Context: an optimization exercise on an open-source flow, tuned for small area. The choices shown serve that exercise and are no tape-out recipe. The RTL was checked by simulation tests, not by an equivalence proof against the original design. No driver is modelled on the clock port, so clocking that relies on it looks cheaper here than on a real chip. Power is estimated from default activity; no workload was simulated.

## CloclSystem
module CloclSystem(
    input clk_50m,
    input cr,
    input en,
    input [1:0] clock_set_select,alarm_set_select,
    input alarm_and_ratio_en,
    input confirm,
    input day_set,
    output alarm,
    output is_pm,
    output [6:0] seg,
    output [7:0] pos,
    output [7:0] output_second
    );
    reg [4:0] da;
    reg [3:0] dj;
    reg dh;
    wire a_end = da[4] & da[3];                  
    wire j9 = dj[3] & dj[0];                     
    wire clk_1k_w  = dj[0];
    wire clk_1hz_w = dh;
    wire clk_2hz_w = dj[3] | (dj[2] & (dj[1] | dj[0]));    
    wire tick_1k  = a_end & ~dj[0];
    wire tick_1hz = a_end & j9 & ~dh;
    always @(posedge clk_50m or negedge cr)
        if (!cr) begin
            da <= 5'd0;
            dj <= 4'd0;
            dh <= 1'b0;
        end else begin
            da[0] <= ~(da[0] | a_end);
            da[1] <= da[1] ^ da[0];
            da[2] <= da[2] ^ (da[1] & da[0]);
            da[3] <= ~a_end & (da[3] ^ (da[2] & da[1] & da[0]));
            da[4] <= (da[4] & ~da[3]) | (da[3] & da[2] & da[1] & da[0]);
            dj[0] <= dj[0] ^ a_end;
            dj[1] <= dj[1] ^ (a_end & dj[0] & ~dj[3]);
            dj[2] <= dj[2] ^ (a_end & dj[0] & dj[1]);
            dj[3] <= dj[3] ^ (a_end & dj[0] & (dj[3] | (dj[1] & dj[2])));
            dh <= dh ^ (a_end & j9);
        end
    reg [3:0] su, mu;
    reg [2:0] st, mt;
    reg hp;              
    reg [3:0] hr;        
    wire sec_clr = ~clock_set_select[1] & clock_set_select[0] & confirm;
    wire su9 = su[3] & su[0];
    wire st5 = st[2] & st[0];
    wire mu9 = mu[3] & mu[0];
    wire mt5 = mt[2] & mt[0];
    wire up_second = su9 & st5;
    wire up_minute = mu9 & mt5;
    wire min_en  = (up_second & (clock_set_select != 2'b01)) | (confirm & (clock_set_select == 2'b10));
    wire hour_en = (up_minute & up_second & (clock_set_select != 2'b10)) | (confirm & (clock_set_select == 2'b11));
    wire es = tick_1hz;
    wire est = es & su9;
    always @(posedge clk_50m or negedge cr)
        if (!cr) begin
            su <= 4'd0;
            st <= 3'd0;
        end else begin
            su[0] <= ~sec_clr & (su[0] ^ es);
            su[1] <= ~sec_clr & (su[1] ^ (es & su[0] & ~su[3]));
            su[2] <= ~sec_clr & (su[2] ^ (es & su[0] & su[1]));
            su[3] <= ~sec_clr & (su[3] ^ (es & su[0] & (su[3] | (su[1] & su[2]))));
  ...
Size: ~340 cells after synthesis, about 35 I/O pins, ~0.0027 mm2 of cells after synthesis.
clock: 10.0 ns
lec_check: 0
cap_margin: 20
core_margin: 2
core_utilization: 60
place_density: 0.75
slew_margin: 20
standard.sh (not shown) runs the stock make flow with config.mk's settings and CLKGATE_MAP_FILE= SYNTH_SCRIPT=/design/flow/synth_recipe.tcl, a recipe that flattens the netlist after the stock synthesis.
==> flow/flow/run.sh <==
#!/bin/bash
# Own layout flow: the standard ORFS flow, with
#  - synthesis through flow/synth.tcl: the standard synthesis, but no half/full-adder
#    extraction and an area-oriented ABC mapping. Nine ABC scripts (flow/abc_*.abc: eight deepsyn seeds and
#    one quick script) are tried, four at a time, each in a full synthesis run of its own, and the
#    smallest netlist is kept;
#  - port buffers of the smallest buffer cell;
#  - CTS without dummy loads, then clock buffers downsized (flow/post_cts.tcl)
#    while the flip-flop clock-pin slew stays under 108 ps (as estimated after placement).
set -euo pipefail
W=$(pwd)
export FLOW_WORK=$W
ARGS=(SYNTH_SCRIPT=$W/flow/synth.tcl
  "BUFFER_PORTS_ARGS=-buffer_cell sky130_fd_sc_hd__buf_1"
  "CTS_ARGS=-sink_clustering_enable -repair_clock_nets -dont_use_dummy_load"
  POST_CTS_TCL=$W/flow/post_cts.tcl)
R=results/$FLOW_PLATFORM/CloclSystem/base
REP=reports/$FLOW_PLATFORM/CloclSystem/base

# synthesis candidates, four at a time: the first in the standard flow's own work folder, the others beside it
CANDS=(ds0 ds2 ds4 ds6 ds1 ds3 ds5 ds7 fast)
run_cand() {
  local i=$1 c=${CANDS[$1]}
  if [[ $i == 0 ]]; then
    FLOW_ABC_SCRIPT=$W/flow/abc_$c.abc bash standard.sh "${ARGS[@]}" synth > $W/synth_$c.log 2>&1
  else
    sed "s#WORK_HOME=[^ ]*#WORK_HOME=$W/try_$c#" standard.sh > $W/try_$c.sh
    FLOW_ABC_SCRIPT=$W/flow/abc_$c.abc bash $W/try_$c.sh "${ARGS[@]}" synth > $W/synth_$c.log 2>&1
  fi
}
for i in 0 1 2 3; do run_cand $i & done
wait
for i in 4 5 6 7 8; do run_cand $i & done
wait

area() { awk '/Chip area/ {print $NF}' "$1/$REP/synth_stat.txt"; }
best=$W/orfs
best_area=$(area $W/orfs)
echo "candidate ${CANDS[0]}: $best_area" > $W/synth_pick.log
for c in "${CANDS[@]:1}"; do
  a=$(area $W/try_$c 2>/dev/null || true)
  a=${a:-1e9}
  echo "candidate $c: $a" >> $W/synth_pick.log
  if awk -v a="$a" -v b="$best_area" 'BEGIN {exit !(a < b)}'; then best=$W/try_$c; best_area=$a; fi
done
echo "kept $best ($best_area)" >> $W/synth_pick.log
if [[ $best != $W/orfs ]]; then
  cp $best/$R/1_2_yosys.v $W/orfs/$R/1_2_yosys.v
  cp $best/$REP/synth_stat.txt $W/orfs/$REP/synth_stat.txt
  rm -f $W/orfs/$R/1_synth.odb $W/orfs/$R/1_synth.sdc
fi

bash standard.sh "${ARGS[@]}" finish > $W/flow_make.log 2>&1
Other scripts of this flow, unchanged in this note and not shown: flow/flow/abc_ds0.abc, flow/flow/abc_ds1.abc, flow/flow/abc_ds2.abc, flow/flow/abc_ds3.abc, flow/flow/abc_ds4.abc, flow/flow/abc_ds5.abc, flow/flow/abc_ds6.abc, flow/flow/abc_ds7.abc, flow/flow/abc_fast.abc, flow/flow/post_cts.tcl, flow/flow/synth.tcl
Then changed:
--- a/flow/design.v
+++ b/flow/design.v
@@ -120,40 +120,33 @@
             ahr <= 4'd0;
             ahp <= 1'b0;
         end else if (eah) begin
             if (ahr == 4'd11) begin
                 ahr <= 4'd0;
                 ahp <= ~ahp;
             end else
                 ahr <= ahr + 4'd1;
         end
     wire eq = ({hp, hr, mt, mu} == {ahp, ahr, amt, amu});
-    reg cp;
-    reg [3:0] cn;
+    reg [4:0] ch;
+    wire [4:0] hch = day_set ? ((hr == 4'd0) ? 5'd12 : {1'b0, hr}) : ({1'b0, hr} + {1'b0, hp, hp, 2'b00});
     wire top_of_hour = ~(|{mt, mu, st, su});
-    wire ch_nz = cp | (|cn);
+    wire ch_nz = |ch;
     wire ech = tick_1hz & en;
     wire ch_load = ech & top_of_hour & (day_set | hp | (|hr));
     always @(posedge clk_50m or negedge cr)
-        if (!cr) begin
-            cp <= 1'b0;
-            cn <= 4'd0;
-        end else if (ch_load) begin
-            cp <= ~day_set & hp;
-            cn <= (day_set & (hr == 4'd0)) ? 4'd12 : hr;
-        end else if (ech & ch_nz) begin
-            if (cn == 4'd0) begin
-                cp <= 1'b0;
-                cn <= 4'd11;
-            end else
-                cn <= cn - 4'd1;
-        end
+        if (!cr)
+            ch <= 5'd0;
+        else if (ch_load)
+            ch <= hch;
+        else if (ech & ch_nz)
+            ch <= ch - 5'd1;
     wire hour_alarm = en & clk_1hz_w & ch_nz;
     assign alarm = alarm_and_ratio_en & (hour_alarm | (eq & clk_2hz_w)) &
                    ~(|clock_set_select) & ~(|alarm_set_select);
     wire amode = alarm_set_select[0] ^ alarm_set_select[1];
     wire [3:0] dsu = amode ? 4'd0 : su;
     wire [2:0] dst = amode ? 3'd0 : st;
     wire [3:0] dmu = amode ? amu : mu;
     wire [2:0] dmt = amode ? amt : mt;
     wire [3:0] dhr = amode ? ahr : hr;
     wire dhp = amode ? ahp : hp;
After rerunning: Routed wire length goes down slightly. Total power barely changes. Cell area climbs slightly. Via count increases slightly. Combinational power is lower by a few percent. Die area climbs slightly. Hold slack gets worse by 0.0065 ns. Utilization barely changes. Clock skew drops by 0.028 ns. First-iteration DRC count came out higher by well over a third. Non-clock buffer count increases by 1. Synthesized cell count is higher slightly.

==> separate check: timing with driven ports <==
The flow's constraints put no driver on any port. The routed layouts listed below were extracted and timed again, unchanged, in two steps. Step 1, drivers: a clkbuf_16 drives clk_50m and a buf_2 each remaining input, both assumed. Step 2 times the ports against the registers' clock, not the clock port: input delays grow and output delays shrink by t, the midpoint of the rising clock arrivals with the driver on. Slacks: ideal / step 1 / step 2; pairs: ideal / step 1.
run	t, ns	setup slack, ns	worst hold slack (ns)	slew at the worst register clock pin (ns)
the first run	0.564	2.270 / 2.246 / 2.246	0.501 / 0.501 / 0.501	0.11 / 0.11
the second run	0.394	2.903 / 2.879 / 2.879	0.494 / 0.494 / 0.494	0.10 / 0.10
After both steps every run listed still meets setup and hold.
